Background: an optimization exercise with open tools, aiming at small area. Do not read the settings as production practice.
Only simulation tests tie the RTL to the original design; equivalence was not proved.
Power and IR drop assume default switching activity.

## design.v

```verilog
module Axi4LiteSupporter (
    input       S_AXI_ACLK,
    input       S_AXI_ARESETN,
    input       S_AXI_AWVALID,
    input       S_AXI_WVALID,
    input       S_AXI_BREADY,
    input       S_AXI_ARVALID,
    input       S_AXI_RREADY,
    output      wr,
    output      rd,
    output      S_AXI_AWREADY,
    output      S_AXI_WREADY,
    output      S_AXI_BVALID,
    output      S_AXI_ARREADY,
    output      S_AXI_RVALID
    );
    reg rd1;
    assign wr = ~rd1 & S_AXI_AWVALID & S_AXI_WVALID & S_AXI_BREADY;
    assign rd = ~rd1 & S_AXI_ARVALID;
    assign S_AXI_AWREADY = wr;
    assign S_AXI_WREADY  = wr;
    assign S_AXI_BVALID  = wr;
    assign S_AXI_ARREADY = rd;
    assign S_AXI_RVALID  = rd1;
    always @(posedge S_AXI_ACLK) begin
        if (!S_AXI_ARESETN)
            rd1 <= 1'b0;
        else if (rd1)
            rd1 <= ~S_AXI_RREADY;
        else
            rd1 <= S_AXI_ARVALID;
    end
endmodule
module FIR_Filter #(parameter C_S_AXI_ADDR_WIDTH = 6, C_S_AXI_DATA_WIDTH = 32, TAP_WIDTH=16)
    (
    input       S_AXI_ACLK,
    input       S_AXI_ARESETN,
    input       [C_S_AXI_ADDR_WIDTH-1:0] S_AXI_AWADDR,
    input       S_AXI_AWVALID,
    output      S_AXI_AWREADY,
    input       [C_S_AXI_DATA_WIDTH-1:0] S_AXI_WDATA,
    input       [3:0] S_AXI_WSTRB,
    input       S_AXI_WVALID,
    output      S_AXI_WREADY,
    output      [1:0] S_AXI_BRESP,
    output      S_AXI_BVALID,
    input       S_AXI_BREADY,
    input       [C_S_AXI_ADDR_WIDTH-1:0] S_AXI_ARADDR,
    input       S_AXI_ARVALID,
    output      S_AXI_ARREADY,
    output      [C_S_AXI_DATA_WIDTH-1:0] S_AXI_RDATA,
    output      [1:0] S_AXI_RRESP,
    output      S_AXI_RVALID,
    input       S_AXI_RREADY,
    input       signed [15:0] attenInput0,
    input       signed [15:0] attenInput1,
    input       signed [15:0] attenInput2,
    input       signed [15:0] attenInput3,
    input       signed [15:0] attenInput4,
    input       signed [15:0] attenInput5,
    input       signed [15:0] attenInput6,
    input       signed [15:0] attenInput7,
    input       signed [15:0] attenInput8,
    input       signed [15:0] attenInput9,
    input       signed [15:0] attenInput10,
    input       signed [15:0] attenInput11,
    input       signed [15:0] attenInput12
    );
    wire wr, rd;
    Axi4LiteSupporter bus (
        .S_AXI_ACLK(S_AXI_ACLK),
        .S_AXI_ARESETN(S_AXI_ARESETN),
        .S_AXI_AWVALID(S_AXI_AWVALID),
        .S_AXI_WVALID(S_AXI_WVALID),
        .S_AXI_BREADY(S_AXI_BREADY),
        .S_AXI_ARVALID(S_AXI_ARVALID),
        .S_AXI_RREADY(S_AXI_RREADY),
        .wr(wr),
        .rd(rd),
        .S_AXI_AWREADY(S_AXI_AWREADY),
        .S_AXI_WREADY(S_AXI_WREADY),
        .S_AXI_BVALID(S_AXI_BVALID),
        .S_AXI_ARREADY(S_AXI_ARREADY),
        .S_AXI_RVALID(S_AXI_RVALID)
    );
    assign S_AXI_BRESP = 2'b00;
    assign S_AXI_RRESP = 2'b00;
    integer f, i, j, c;
    reg  [3:0]  psi;             
    wire [1:0]  phi = psi[1:0];
    reg  [3:0]  nm1;             
    reg  [3:0]  ptr;             
    reg  [1:0]  cb [0:12];       
    reg         busy;
    reg  [1:0]  st;              
    localparam  SEL = 2'd0, MAC = 2'd1, GAIN = 2'd2;
    reg  [12:0] pend;            
    reg  [3:0]  cur;             
    reg  [3:0]  k;               
    reg  [3:0]  m;               
    reg         ch;
    reg  signed [30:0] acc;
    reg  signed [29:0] r;
    reg         doneQ;
    wire idle_wr   = wr & ~busy;
    wire addr_hi0  = (S_AXI_AWADDR[5:2] == 4'd0);
    wire wr_ntaps  = idle_wr & addr_hi0 & (S_AXI_AWADDR[1:0] == 2'd0);
    wire wr_tap    = idle_wr & addr_hi0 & (S_AXI_AWADDR[1:0] == 2'd1);
    wire wr_sample = idle_wr & addr_hi0 & S_AXI_AWADDR[1];
    wire done_now  = ~busy & ~wr_sample;
    reg  [15:0] fd [0:3];
    reg  [3:0]  fb [0:3];
    reg  [3:0]  fk [0:3];
    reg  [1:0]  frp;
    reg  [2:0]  fcnt;
    wire [1:0]  fwp = frp + fcnt[1:0];
    wire [15:0] hd = fd[frp];
    wire [3:0]  hb = fb[frp];
    wire [3:0]  hk = fk[frp];
    reg  [1:0]  hc;
    always @* begin
        hc = cb[0];
        for (f = 1; f < 13; f = f + 1)
            if (hb == f) hc = cb[f];
    end
    wire retire = (fcnt != 3'd0) & ((hk == 4'd0) | (((hk[1:0] + hc) & 2'd3) == phi));
    always @(posedge S_AXI_ACLK) begin
        if (wr_tap) begin
            fd[fwp] <= S_AXI_WDATA[15:0];
            fb[fwp] <= S_AXI_WDATA[31:28];
            fk[fwp] <= ptr;
        end
        if (retire & (hk == 4'd0))
            for (f = 0; f < 13; f = f + 1)
                if (hb == f) cb[f] <= phi;
    end
    always @(posedge S_AXI_ACLK) begin
        if (!S_AXI_ARESETN) begin
            fcnt <= 3'd0;
        end else begin
            fcnt <= fcnt + {2'b0, wr_tap} - {2'b0, retire};
            if (retire) frp <= frp + 2'd1;
        end
    end
    reg [15:0] tl [0:12][0:3][0:3];
    always @(posedge S_AXI_ACLK) begin
        for (f = 0; f < 13; f = f + 1)
            for (j = 0; j < 4; j = j + 1) begin
                for (i = 0; i < 3; i = i + 1)
                    tl[f][j][i] <= tl[f][j][i+1];
                tl[f][j][3] <= (retire & (hb == f) & (hk[3:2] == j)) ? hd : tl[f][j][0];
            end
    end
    reg [15:0] sr [0:1][0:15];
    reg [3:0]  pc [0:1];
    reg [15:0] hold;
    reg        spend;            
    wire       swr = spend & (psi == pc[ch]);
    always @(posedge S_AXI_ACLK) begin
        for (c = 0; c < 2; c = c + 1) begin
            for (i = 0; i < 15; i = i + 1)
                sr[c][i] <= sr[c][i+1];
            sr[c][15] <= (swr & (ch == c)) ? hold : sr[c][0];
        end
    end
    reg [15:0] tap, gsel;
    always @* begin
        tap = tl[0][k[3:2]][0];
        for (f = 1; f < 13; f = f + 1)
            if (cur == f) tap = tl[f][k[3:2]][0];
        case (cur)
            4'd0:  gsel = attenInput0;
            4'd1:  gsel = attenInput1;
            4'd2:  gsel = attenInput2;
            4'd3:  gsel = attenInput3;
            4'd4:  gsel = attenInput4;
            4'd5:  gsel = attenInput5;
            4'd6:  gsel = attenInput6;
            4'd7:  gsel = attenInput7;
            4'd8:  gsel = attenInput8;
            4'd9:  gsel = attenInput9;
            4'd10: gsel = attenInput10;
            4'd11: gsel = attenInput11;
            default: gsel = attenInput12;
        endcase
    end
    wire [3:0]  sidx = pc[ch] - k - psi;
    wire [15:0] xs = (k == 4'd0) ? hold : sr[ch][sidx];
    wire in_gain = (st == GAIN);
    wire signed [15:0] opa = in_gain ? acc[30:15] : xs;
    wire signed [15:0] opb = in_gain ? gsel : tap;
    wire signed [31:0] prod = opa * opb;
    wire [30:0] addend = in_gain ? {1'b0, r} : acc;
    wire [30:0] sum = addend + prod[30:0];
    wire [1:0] phn = phi + 2'd1;
    wire       anyph = (nm1[1:0] == 2'd3);
    reg        found;
    reg [3:0]  nsel;
    reg [12:0] pmask;
    always @* begin
        pmask = pend;
        if (st == GAIN) pmask[cur] = 1'b0;
        found = 1'b0;
        nsel = 4'd0;
        for (f = 12; f >= 0; f = f - 1)
            if (pmask[f] & (anyph | (cb[f] == phn))) begin
                found = 1'b1;
                nsel = f;
            end
    end
    reg [1:0] ncb;
    always @* begin
        ncb = cb[0];
        for (f = 1; f < 13; f = f + 1)
            if (nsel == f) ncb = cb[f];
    end
    wire can_sel = busy & (((st == SEL) & (fcnt == 3'd0)) | (st == GAIN));
    always @(posedge S_AXI_ACLK) begin
        psi <= psi + 4'd1;
        if (wr_ntaps) begin
            nm1 <= S_AXI_WDATA[3:0] - 4'd1;
            ptr <= 4'd0;
        end
        if (wr_tap)
            ptr <= (ptr == nm1) ? 4'd0 : ptr + 4'd1;
        if (swr)
            spend <= 1'b0;
        if (wr_sample) begin
            hold  <= S_AXI_WDATA[15:0];
            ch    <= S_AXI_AWADDR[0];
            for (c = 0; c < 2; c = c + 1)
                if (S_AXI_AWADDR[0] == c) pc[c] <= pc[c] + 4'd1;
            spend <= 1'b1;
            st    <= SEL;
            pend  <= 13'h1fff;
            acc   <= 31'h4000;
        end
        if (busy) begin
            if (st == MAC) begin
                acc <= sum;
                k   <= (k == nm1) ? 4'd0 : k + 4'd1;
                m   <= m + 4'd1;
                if (m == nm1) st <= GAIN;
            end
            if (st == GAIN) begin
                acc  <= 31'h4000;
                pend <= pmask;
                st   <= SEL;
            end
            if (can_sel & found) begin
                st  <= MAC;
                cur <= nsel;
                k   <= {2'b00, phn - ncb};
                m   <= 4'd0;
            end
        end
        if (!S_AXI_ARESETN) begin
            busy  <= 1'b0;
            spend <= 1'b0;
            r     <= 30'd0;
        end else begin
            if (wr_sample) begin
                busy <= 1'b1;
                r    <= 30'h2000;
            end
            if (busy & (st == GAIN)) begin
                r <= sum[29:0];
                if (pmask == 13'd0) busy <= 1'b0;
            end
        end
    end
    always @(posedge S_AXI_ACLK)
        if (rd) doneQ <= done_now;
    assign S_AXI_RDATA = {doneQ, 15'd0, r[29:14]};
endmodule
```

## run.sh

```bash
#!/bin/bash
# synth_recipe.tcl (not shown) runs the flow's synth.tcl, then flattens the netlist and writes it again
# the make line also repeats each setting of config.mk as NAME=value (left out here)
make -C /OpenROAD-flow-scripts/flow DESIGN_CONFIG=/design/flow/config.mk WORK_HOME=/design/flow/orfs CLKGATE_MAP_FILE= SYNTH_SCRIPT=/design/flow/synth_recipe.tcl finish
```

## config.mk

```make
export PLATFORM = sky130hd
export DESIGN_NAME = FIR_Filter
export DESIGN_NICKNAME = FIR_Filter
export VERILOG_FILES = /design/flow/design.v
export SDC_FILE = /design/flow/constraint.sdc
export NUM_CORES = 4
export LEC_CHECK = 0
export ABC_AREA = 1
export CAP_MARGIN = 20
export CORE_MARGIN = 2
export CORE_UTILIZATION = 65
export SLEW_MARGIN = 20
```

## constraint.sdc

```tcl
create_clock -name core_clock -period 50.0 [get_ports {S_AXI_ACLK}]
set_input_delay 10.0000 -clock core_clock [delete_from_list [all_inputs] [get_ports {S_AXI_ACLK}]]
set_output_delay 10.0000 -clock core_clock [all_outputs]
set_load 0.01 [all_outputs]
```

==> out/qor.csv, run 1 <==
stage;metric;value;unit
pwr;total chip power;8.60;mW
clock_tree;clk buf depth;4;
final_layout;Layout Nets;12500;
clock_tree;TritonCTS clock tree;done;
route;total wire length;337000;um
route;Post-route DRC;0;
clock_tree;Worst-path clk slew;0.06;ns
final_layout;fillers;13100;
route;First-pass DRT Iterations;6;
worst_setup_path;worst-path fanout max;4;
worst_setup_path;Critical Path Sink Type;output port;
final_layout;area of the multi-input gates;0.0367;mm2
placement;pre-CTS setup slack;28.76;ns
route;DR WL/cell;23.0;um
clock_tree;Sink Count;4098;
worst_setup_path;critical path class;in2out;
logic_synthesis;top cell type's share of synthesized area;62.5;%
final_layout;commonest cells after routing, fill and taps aside;3928 x dfxtp_1, 3112 x nand2_1, 1057 x nand4_1, 549 x inv_1, 389 x clkbuf_16;
logic_synthesis;cells after synthesis;11700;
floorplanning;Chip Height;444;um
route;drt first-iter violations;7468;
grt;global-route wire length before repair;511000;um
route;antenna-violating nets left;0;
placement;DPL Wire Length;198000;um
pwr;VDD IR max;0.0615;mV
clock_tree;Clk Latency, worst-skew pair;0.98;ns
sta;final hold violation count;0;
sta;setup_tns;0;ns
route;via count;84500;
sta;Worst slew margin;21.4;%
logic_synthesis;Synthesis Warnings;6;
sta;worst setup margin;28.78;ns
sta;clk_skew;0.115;ns
clock_tree;# resized after CTS;0;
logic_synthesis;#FFs+latches synth;4098;
job;max-capacitance violation count;0;
final_layout;fraction of layout cells with a size suffix above 1;7.74;%
sta;slew of the pin with the lowest slew margin;1.18;ns
floorplanning;Initial Utilization;65.3;%
clock_tree;# Post-CTS Setup Buffers;0;
clock_tree;H-tree depth;5;
sta;f_max;47.1;MHz
placement;routability cong.;0.913;
route;vias per inst;5.78;
final_layout;commonest non-fill, non-tap cell in the layout;dfxtp_1;
logic_synthesis;top_reg_cell synth;dfxtp_1;
pwr;PD cells;60.3;mW/mm2
logic_synthesis;sequential fraction of the synthesis area;66.6;%
floorplanning;# rows;161;
final_layout;synth-to-layout area growth;13.5;%
floorplanning;Die Area;0.197;mm2
logic_synthesis;Post-synth ARST share;0;%
logic_synthesis;Post-synth EDFFs;170;
floorplanning;die width;444;um
clock_tree;number of buffers created by CTS;386;
worst_setup_path;Crit path arrival time;11.22;ns
sta;Setup violations, final;0;
clock_tree;CTS root buf;clkbuf_16;
logic_synthesis;Synth Area per Inst;10.7;um2
logic_synthesis;Synth area leaders;dfxtp_1 63%, nand2_1 9.3%, nand4_1 5.3%, fa_1 4.6%, edfxtp_1 4.1%;
sta;RSZ-0062 raised after global routing;false;
hold_path;worst min-delay path class;reg2reg;
grt;number of global-route vias before repair;84500;
grt;gr ovfl total;0;
grt;initial antenna violation count;8;
grt;largest net degree at the start of global routing;134;
worst_setup_path;worst endpoint required time;40.00;ns
outcome;outcome;timing/DRC/antenna clean;
worst_setup_path;Startpoint Class;primary input;
floorplanning;placeable core area;0.192;mm2
pwr;P_leak;60.6;nW
logic_synthesis;synth unique cells;71;
sta;period utilisation layout;42.4;%
final_layout;FF/Latch Area;0.0837;mm2
grt;Total GRT Usage;33.7;%
clock_tree;Hold Buf Count CTS;0;
sta;Tmin final;21.22;ns
logic_synthesis;synthesized cell area;0.126;mm2
floorplanning;I/O Pins;304;
placement;port bufs;262;
logic_synthesis;Yosys top cell by area;dfxtp_1;
sta;Pins Over Slew Limit;0;
-- path summary, 6_finish.rpt --
| path | from | endpoint | slack, ns | depth (start not counted) |
|---|---|---|---|---|
| max | S_AXI_WVALID | S_AXI_WREADY | 28.78 | 4 |
| min | tl[201][5] | tl[200][5] | 0.28 | 0 |
| max reg2reg | ch | acc[30] | 36.88 | 51 |
| min reg2reg | tl[201][5] | tl[200][5] | 0.28 | 0 |
-- critical path, cell delays in order --
cell             delay (ns)
clkdlybuf4s50_1        0.46
nand4_1                0.09
inv_1                  0.11
clkdlybuf4s50_1        0.55
-- cells by family (layout without fill, tap and decap cells) --
logic type	count (synthesis)	in the layout	synth area share, %
other cells	1	25	0.00298
mux	19	19	0.170
simple gates	4769	4769	16.9
compound gates	1011	1011	5.27
xor+xnor	93	93	0.648
buf+inv	1319	1689	4.61
flops	4098	4098	66.6
fa+ha+maj	404	404	5.75
-- where the power goes --
part           internal (mW)  switching, mW
registers               3.63          0.111
clock network           1.74           1.21
logic                  0.421           1.49
total                   5.79           2.81
-- sequential cells by signal (all words and copies together), names as in the netlist, 3 cells and up, named ones only --
name  count
fb       16
hold     16
pc        8
acc      31
tl     3328
sr      512
ptr       4
fcnt      3
cur       4
fk       16
k         4
fd       64
r        30
nm1       4
cb       26
psi       4
pend     13
m         4
-- metrics by stage --
step           cells  area [um2]  utilization [%]  hold WS [ns]
2_1_floorplan  11700      126000                -         0.310
3_3_place_gp   13900      130000             67.4         0.309
3_5_place_dp   13900      130000             67.4         0.312
4_1_cts        14600      143000             74.1         0.275
5_1_grt        14600      143000             74.1         0.282
6_report       14600      143000             74.1         0.280
-- cells in the mapped netlist, drive strengths merged (8+ instances only) --
library cell  instances
a22oi               121
a41oi                23
nand3               242
fa                  289
mux2                 19
nand2              3118
dfxtp              3928
inv                 577
nor4                  8
nor2                292
a21oi               317
xnor2                30
o211ai               43
nand4              1057
buf                 393
clkinv                8
a22o                 74
a31oi                 8
o22ai                24
o21ai               215
ha                  115
edfxtp              170
a221oi              104
or2                  20
o31ai                19
clkbuf              341
a32o                 10
nor3                 23
xor2                 63
-- final cells by class --
| cell class | instances | share of cell area [%] |
|---|---|---|
| flip-flops and latches | 4098 | 58.7 |
| multi-input cells | 6315 | 25.7 |
| clock buffers | 538 | 7.83 |
| repair buffers | 422 | 2.73 |
| well taps | 2526 | 2.22 |
| inverters | 585 | 1.55 |
| clock inverters | 144 | 1.24 |
| diodes | 6 | 0.0105 |
-- per-layer routing --
layer / global-route usage, % / share of wire [%] / up-vias
li1: - / - / 38900
met1: 45.7 / 42 / 41700
met2: 54.5 / 47 / 3196
met3: 4.76 / 6.6 / 702
met4: 14.0 / 4.2 / 8
met5: 0 / 0.013 / -
==> inputs of run 2 (changes only) <==
--- a/config.mk
+++ b/config.mk
@@ -11,2 +11,4 @@
 export CORE_UTILIZATION = 65
+export CTS_CLUSTER_DIAMETER = 100
+export CTS_CLUSTER_SIZE = 25
 export SLEW_MARGIN = 20
==> run 2 against run 1 <==
Setup slack barely moved. Clock skew fell by 0.059 ns. Cell area down 5.6%. Flip-flop and latch count stayed put. Synthesized area did not move. Critical endpoint unchanged. Highest routed layer unchanged.
==> out/qor.csv, run 2 <==
stage;metric;value;unit
outcome;outcome;timing/DRC/antenna clean;
logic_synthesis;Synth Area in Adders;5.75;%
final_layout;commonest cells after routing, fill and taps aside;3928 x dfxtp_1, 3112 x nand2_1, 1057 x nand4_1, 549 x inv_1, 316 x a21oi_1;
route;antenna-violating nets left;0;
final_layout;synth-to-layout area growth;7.13;%
final_layout;max reg flops;3328;
worst_setup_path;worst-path fanout max;4;
final_layout;Largest regs;tl (3328), sr (512), fd (64);
final_layout;cell area after layout;0.135;mm2
logic_synthesis;cells after synthesis;11700;
placement;pre-CTS setup slack;28.76;ns
route;Met2 Routed Length;152000;um
floorplanning;die width;444;um
route;Post-route DRC;0;
logic_synthesis;Synth Area per Inst;10.7;um2
floorplanning;Initial Utilization;65.3;%
grt;Total GRT Usage;32.6;%
hold_path;Hold EP;tl[56][3];
worst_setup_path;Crit path largest cell delay;0.55;ns
grt;largest net degree at the start of global routing;134;
placement;Post-Place Cell Area;0.130;mm2
clock_tree;# resized after CTS;0;
logic_synthesis;synth unique cells;71;
sta;f_max;47.1;MHz
pwr;P_leak;56.7;nW
worst_setup_path;Reg2Reg Setup Slack;37.01;ns
sta;Tmin final;21.22;ns
logic_synthesis;complex-gate fraction of the synthesized area;5.27;%
sta;clk_skew;0.0551;ns
route;met3 wire length;20800;um
floorplanning;placeable core area;0.192;mm2
worst_setup_path;worst reg2reg path startpoint;ch;
logic_synthesis;sequential fraction of the synthesis area;66.6;%
route;via count;82200;
hold_path;min-delay src;tl[57][3];
route;First-pass DRT Iterations;6;
sta;worst setup margin;28.78;ns
logic_synthesis;top cell type's share of synthesized area;62.5;%
hold_path;worst min-delay path class;reg2reg;
final_layout;Most flops, register;tl;
worst_setup_path;Critical Path Sink Type;output port;
clock_tree;clk buf depth;3;
sta;Setup violations, final;0;
final_layout;commonest non-fill, non-tap cell in the layout;dfxtp_1;
grt;initial antenna violation count;6;
floorplanning;Die Area;0.197;mm2
clock_tree;Worst-path clk slew;0.09;ns
floorplanning;Chip Height;444;um
logic_synthesis;XOR/XNOR share of the synthesized area;0.648;%
clock_tree;H-tree depth;4;
clock_tree;CTS root buf;clkbuf_16;
placement;DPL Wire Length;198000;um
sta;Pins Over Slew Limit;0;
sta;RSZ-0062 raised after global routing;false;
clock_tree;TritonCTS clock tree;done;
logic_synthesis;post-synthesis mux area share;0.170;%
sta;Worst slew margin;23.5;%
logic_synthesis;Simple-Gate Fraction of Synth Area;16.9;%
sta;period utilisation layout;42.4;%
worst_setup_path;Startpoint Class;primary input;
clock_tree;number of buffers created by CTS;184;
route;met1 WL;141000;um
sta;final hold violation count;0;
worst_setup_path;Worst Path Buf+Inv;3;
route;vias per inst;5.80;
clock_tree;Hold Buf Count CTS;0;
logic_synthesis;largest family of logic cells by synthesized area;simple AND/OR/NAND/NOR gates;
pwr;VDD IR max;0.0706;mV
route;drt first-iter violations;7558;
route;DR WL/cell;23.0;um
grt;number of global-route vias before repair;81000;
logic_synthesis;#FFs+latches synth;4098;
clock_tree;Clk Latency, worst-skew pair;0.86;ns
logic_synthesis;Synth area leaders;dfxtp_1 63%, nand2_1 9.3%, nand4_1 5.3%, fa_1 4.6%, edfxtp_1 4.1%;
sta;setup_tns;0;ns
worst_setup_path;Reg2Reg Depth;49;
worst_setup_path;slowest CP cell;clkdlybuf4s50_1;
clock_tree;Sink Count;4098;
logic_synthesis;Post-synth ARST share;0;%
route;total wire length;326000;um
logic_synthesis;Yosys top cell by area;dfxtp_1;
floorplanning;# rows;161;
placement;port bufs;262;
final_layout;fraction of layout cells with a size suffix above 1;4.51;%
logic_synthesis;Synthesis Warnings;6;
worst_setup_path;cell mode on critical path;clkdlybuf4s50_1;
pwr;PD cells;54.1;mW/mm2
grt;gr ovfl total;0;
job;max-capacitance violation count;0;
worst_setup_path;CP delay by family, top;buffers and inverters;
sta;slew of the pin with the lowest slew margin;1.14;ns
logic_synthesis;Post-synth EDFFs;170;
route;highest routed layer;met5;
hold_path;hold path cells;0;
worst_setup_path;r2r endpoint;acc[30];
worst_setup_path;worst endpoint required time;40.00;ns
logic_synthesis;top_reg_cell synth;dfxtp_1;
floorplanning;I/O Pins;304;
logic_synthesis;most frequent cell after synthesis;dfxtp_1;
final_layout;Layout Nets;12300;
worst_setup_path;critical-path cell list;clkdlybuf4s50_1, nand4_1, inv_1, clkdlybuf4s50_1;
worst_setup_path;critical path class;in2out;
logic_synthesis;synthesized cell area;0.126;mm2
clock_tree;# Post-CTS Setup Buffers;0;
final_layout;fillers;14200;
worst_setup_path;Crit path arrival time;11.22;ns
logic_synthesis;commonest cells in the netlist;3928 x dfxtp_1, 3112 x nand2_1, 1057 x nand4_1;
placement;routability cong.;0.913;
grt;global-route wire length before repair;495000;um
-- run 2: layout make-up --
class,instances,area (um2),share of cell area [%]
Inverter,585,2210,1.64
Antenna cell,3,7.51,0.00557
Clock buffer,204,4720,3.51
Clock inverter,17,274,0.203
Multi-Input combinational cell,6315,36700,27.2
Timing Repair Buffer,422,3900,2.89
Sequential cell,4098,83700,62.2
Tap cell,2526,3160,2.35
-- run 2: per-layer routing --
metal | global-route usage [%] | up-vias
met4 | 11.8 | 6
met1 | 45.3 | 40500
met2 | 52.6 | 2943
li1 | - | 38200
met3 | 4.33 | 534
met5 | 0 | -
-- run 2: how the worst max path moves through the flow --
stage / startpoint / end / slack [ns] / depth (start not counted)
5_1_grt: S_AXI_AWVALID / S_AXI_WREADY / 28.70 / 4
2_1_floorplan: S_AXI_AWVALID / S_AXI_BVALID / 29.65 / 3
3_5_place_dp: S_AXI_WVALID / S_AXI_WREADY / 28.76 / 4
3_3_place_gp: S_AXI_AWVALID / S_AXI_AWREADY / 28.80 / 4
4_1_cts: S_AXI_WVALID / S_AXI_WREADY / 28.76 / 4
6_report: S_AXI_WVALID / S_AXI_WREADY / 28.78 / 4
-- run 2: kinds of logic after synthesis --
family          Yosys count
compound gates         1011
xor+xnor                 93
fa+ha+maj               404
buf+inv                1319
flops                  4098
mux                      19
other cells               1
simple gates           4769
-- run 2: metrics by stage --
step                utilization (%)  cells  power, mW  hold slack (ns)
floorplan                         -  11700       4.99            0.310
global placement               67.4  13900       5.64            0.309
detailed placement             67.4  13900       5.68            0.312
CTS                            70.0  14200       7.28            0.301
global route                   70.0  14200       7.58            0.314
finish                         70.0  14200       7.29            0.315
-- run 2: worst register-to-register path: cells and delay by family (launching register included) --
kind	cells	cell delay, ns
AOI/OAI and AO/OA	16	4.15
DFF	1	0.36
adders and majority gates	9	3.76
buffers and inverters	7	1.79
and+or+nand+nor	17	2.82
-- run 2: power breakdown --
| part | leakage, nW | switching, mW | internal, mW | total, mW |
|---|---|---|---|---|
| logic | 21.1 | 1.48 | 0.421 | 1.90 |
| clock network | 2.44 | 0.971 | 0.681 | 1.65 |
| registers | 33.1 | 0.108 | 3.62 | 3.73 |
==> inputs of run 3 (changes only) <==
==> flow/run.sh (new file) <==
#!/bin/bash
# The standard layout (standard.sh: standard synthesis, then ORFS to
# finish) with two placement/CTS choices passed to ORFS:
#  - port buffers are sky130_fd_sc_hd__buf_1 (every port still gets one);
#  - CTS clusters up to 25 sinks within 100 um per leaf buffer and inserts
#    no dummy loads.
# The full output of the run goes to standard.log; ORFS keeps each step's own
# log under orfs/logs/.
export BUFFER_PORTS_ARGS="-buffer_cell sky130_fd_sc_hd__buf_1"
export CTS_ARGS="-sink_clustering_enable -repair_clock_nets -sink_clustering_size 25 -sink_clustering_max_diameter 100 -dont_use_dummy_load"
bash standard.sh finish > standard.log 2>&1
==> standard.sh (new file) <==
#!/bin/bash
# synth_recipe.tcl (not shown) runs the flow's synth.tcl, then flattens the netlist and writes it again
# the make line also repeats each setting of config.mk as NAME=value (left out here)
make -C /OpenROAD-flow-scripts/flow DESIGN_CONFIG=/design/flow/config.mk WORK_HOME=/design/flow/orfs CLKGATE_MAP_FILE= SYNTH_SCRIPT=/design/flow/synth_recipe.tcl "${@:-finish}"
--- a/config.mk
+++ b/config.mk
@@ -11,4 +11,2 @@
 export CORE_UTILIZATION = 65
-export CTS_CLUSTER_DIAMETER = 100
-export CTS_CLUSTER_SIZE = 25
 export SLEW_MARGIN = 20
removed: run.sh
==> run 3 against run 2 <==
Hold slack got worse by 0.061 ns. Total power decreased by 1.1%. Clock-buffer cell count decreased by 22. Non-clock buffer count decreased by 5. Synthesized area unchanged. Largest cell class unchanged.
==> out/qor.csv, run 3 <==
stage;metric;value;unit
outcome;outcome;timing/DRC/antenna clean;
worst_setup_path;critical path class;in2out;
worst_setup_path;worst endpoint required time;40.00;ns
clock_tree;CTS root buf;clkbuf_16;
sta;f_max;48.9;MHz
sta;clk_skew;0.0916;ns
sta;final hold violation count;0;
floorplanning;Chip Height;444;um
final_layout;commonest cells after routing, fill and taps aside;3928 x dfxtp_1, 3112 x nand2_1, 1057 x nand4_1, 549 x inv_1, 316 x a21oi_1;
route;via count;82400;
route;DR WL/cell;23.1;um
hold_path;min-delay src;tl[79][9];
clock_tree;H-tree depth;4;
clock_tree;# resized after CTS;0;
worst_setup_path;Startpoint Class;primary input;
logic_synthesis;commonest cells in the netlist;3928 x dfxtp_1, 3112 x nand2_1, 1057 x nand4_1;
floorplanning;I/O Pins;304;
final_layout;synth-to-layout area growth;5.50;%
pwr;VDD IR max;0.0942;mV
clock_tree;Hold Buf Count CTS;0;
sta;Pins Over Slew Limit;0;
sta;Setup violations, final;0;
grt;number of global-route vias before repair;81600;
worst_setup_path;worst-path fanout max;4;
sta;WHS;0.254;ns
sta;Tmin final;20.46;ns
placement;port bufs;262;
final_layout;commonest non-fill, non-tap cell in the layout;dfxtp_1;
floorplanning;Initial Utilization;65.3;%
floorplanning;Die Area;0.197;mm2
worst_setup_path;Crit path arrival time;10.46;ns
logic_synthesis;cells after synthesis;11700;
sta;setup_tns;0;ns
final_layout;Layout Nets;12300;
grt;gr ovfl total;0;
final_layout;Most flops, register;tl;
final_layout;Largest regs;tl (3328), sr (512), fd (64);
hold_path;worst min-delay path class;reg2reg;
logic_synthesis;sequential fraction of the synthesis area;66.6;%
worst_setup_path;crit path from;S_AXI_AWVALID;
clock_tree;clk buf depth;3;
job;max-capacitance violation count;0;
logic_synthesis;top cell type's share of synthesized area;62.5;%
clock_tree;number of buffers created by CTS;182;
logic_synthesis;Synthesis Warnings;6;
logic_synthesis;most frequent cell after synthesis;dfxtp_1;
route;Post-route DRC;0;
logic_synthesis;#FFs+latches synth;4098;
floorplanning;# rows;161;
final_layout;area of the multi-input gates;0.0367;mm2
final_layout;max reg flops;3328;
route;First-pass DRT Iterations;6;
pwr;P_leak;55.8;nW
final_layout;fraction of layout cells with a size suffix above 1;4.29;%
clock_tree;Sink Count;4098;
clock_tree;# Post-CTS Setup Buffers;0;
final_layout;FF/Latch Area;0.0837;mm2
floorplanning;die width;444;um
grt;initial antenna violation count;4;
logic_synthesis;synthesized cell area;0.126;mm2
sta;Worst slew margin;24.3;%
route;total wire length;327000;um
logic_synthesis;Yosys top cell by area;dfxtp_1;
logic_synthesis;Post-synth EDFFs;170;
sta;slew of the pin with the lowest slew margin;1.12;ns
clock_tree;Worst-path clk slew;0.09;ns
route;antenna-violating nets left;0;
logic_synthesis;Synth Area per Inst;10.7;um2
worst_setup_path;Critical Path Sink Type;output port;
route;vias per inst;5.83;
clock_tree;TritonCTS clock tree;done;
grt;largest net degree at the start of global routing;173;
logic_synthesis;top_reg_cell synth;dfxtp_1;
logic_synthesis;Post-synth ARST share;0;%
sta;RSZ-0062 raised after global routing;false;
clock_tree;Clk Latency, worst-skew pair;0.89;ns
placement;DPL Wire Length;197000;um
grt;global-route wire length before repair;496000;um
final_layout;fillers;14600;
placement;routability cong.;0.915;
route;drt first-iter violations;7627;
grt;Total GRT Usage;32.7;%
logic_synthesis;Synth area leaders;dfxtp_1 63%, nand2_1 9.3%, nand4_1 5.3%, fa_1 4.6%, edfxtp_1 4.1%;
pwr;PD cells;54.3;mW/mm2
logic_synthesis;synth unique cells;71;
floorplanning;placeable core area;0.192;mm2
sta;period utilisation layout;40.9;%
worst_setup_path;worst reg2reg path startpoint;ch;
-- run 3: critical path, cell delays in order --
cell,delay [ns]
buf_1,0.08
nand4_1,0.11
inv_1,0.11
buf_1,0.16
-- run 3: worst paths after layout --
check	slack [ns]	end	cells past startpoint
setup / recovery	29.54	S_AXI_AWREADY	4
setup reg to reg	36.83	acc[27]	49
hold reg to reg	0.25	tl[78][9]	0
hold / removal	0.25	tl[78][9]	0
-- run 3: metal layers --
| layer | share of wire, % | GRT usage, % | up-vias |
|---|---|---|---|
| met5 | 0 | 0 | - |
| met4 | 4.3 | 13.5 | 0 |
| met3 | 6.1 | 4.06 | 608 |
| met2 | 46 | 52.7 | 2939 |
| met1 | 43 | 45.1 | 40600 |
| li1 | - | - | 38200 |
-- run 3: where the power goes --
| part | switching (mW) | leakage (nW) | total [mW] | internal [mW] |
|---|---|---|---|---|
| logic | 1.48 | 20.4 | 1.88 | 0.406 |
| registers | 0.106 | 33.1 | 3.73 | 3.62 |
| clock network | 0.942 | 2.24 | 1.59 | 0.651 |
| total | 2.52 | 55.8 | 7.20 | 4.68 |
-- run 3: cells by family after synthesis --
family	synth area share (%)
simple gates	16.9
flops	66.6
other cells	0.00298
fa+ha+maj	5.75
buf+inv	4.61
xor+xnor	0.648
compound gates	5.27
mux	0.170
-- run 3: area by class of cell --
class                           instances  area share, %
Sequential cell                      4098           63.1
Multi-Input combinational cell       6315           27.6
Clock buffer                          182           3.43
Tap cell                             2526           2.38
Timing Repair Buffer                  417           1.72
Inverter                              585           1.67
Antenna cell                            5        0.00943
-- run 3: stage by stage --
stage	worst slack [ns]	cells	utilization (%)	total power, mW	instance area (um2)
floorplan	29.65	11700	-	4.99	126000
global placement	29.57	13900	66.6	5.63	128000
detailed placement	29.54	13900	66.6	5.66	128000
CTS	29.53	14100	68.9	7.21	133000
global route	29.49	14100	68.9	7.49	133000
finish	29.54	14100	68.9	7.20	133000

[separate check: timing with driven ports]
The flow's constraints put no driver on any port. The routed layouts listed below were extracted and timed again, unchanged, in two steps. Step 1 (the two cells are an assumption about what drives the block):
set clk [get_ports {S_AXI_ACLK}]
set_driving_cell -lib_cell sky130_fd_sc_hd__clkbuf_16 $clk
set_driving_cell -lib_cell sky130_fd_sc_hd__buf_2 [delete_from_list [all_inputs] $clk]
Step 2 moves the port delays by t, midway between the first and last clock arrival at a register: inputs arrive t later, outputs are due t later. That takes back most of the time a late clock gives input paths. Slacks: ideal ports / drivers / drivers and shift; pairs: ideal ports / drivers.
run | t, ns | setup slack, ns | slew at the worst register clock pin (ns) | worst data-port slew with drivers (ns) | cell pins on the clock port's net
run 1 | 1.010 | 28.784 / 28.755 / 28.755 | 0.07 / 0.07 | 0.13 | 1
run 2 | 0.931 | 28.784 / 28.755 / 28.755 | 0.11 / 0.11 | 0.12 | 1
run 3 | 0.928 | 29.541 / 29.517 / 29.517 | 0.10 / 0.10 | 0.12 | 1
After both steps every run listed still meets setup and hold.
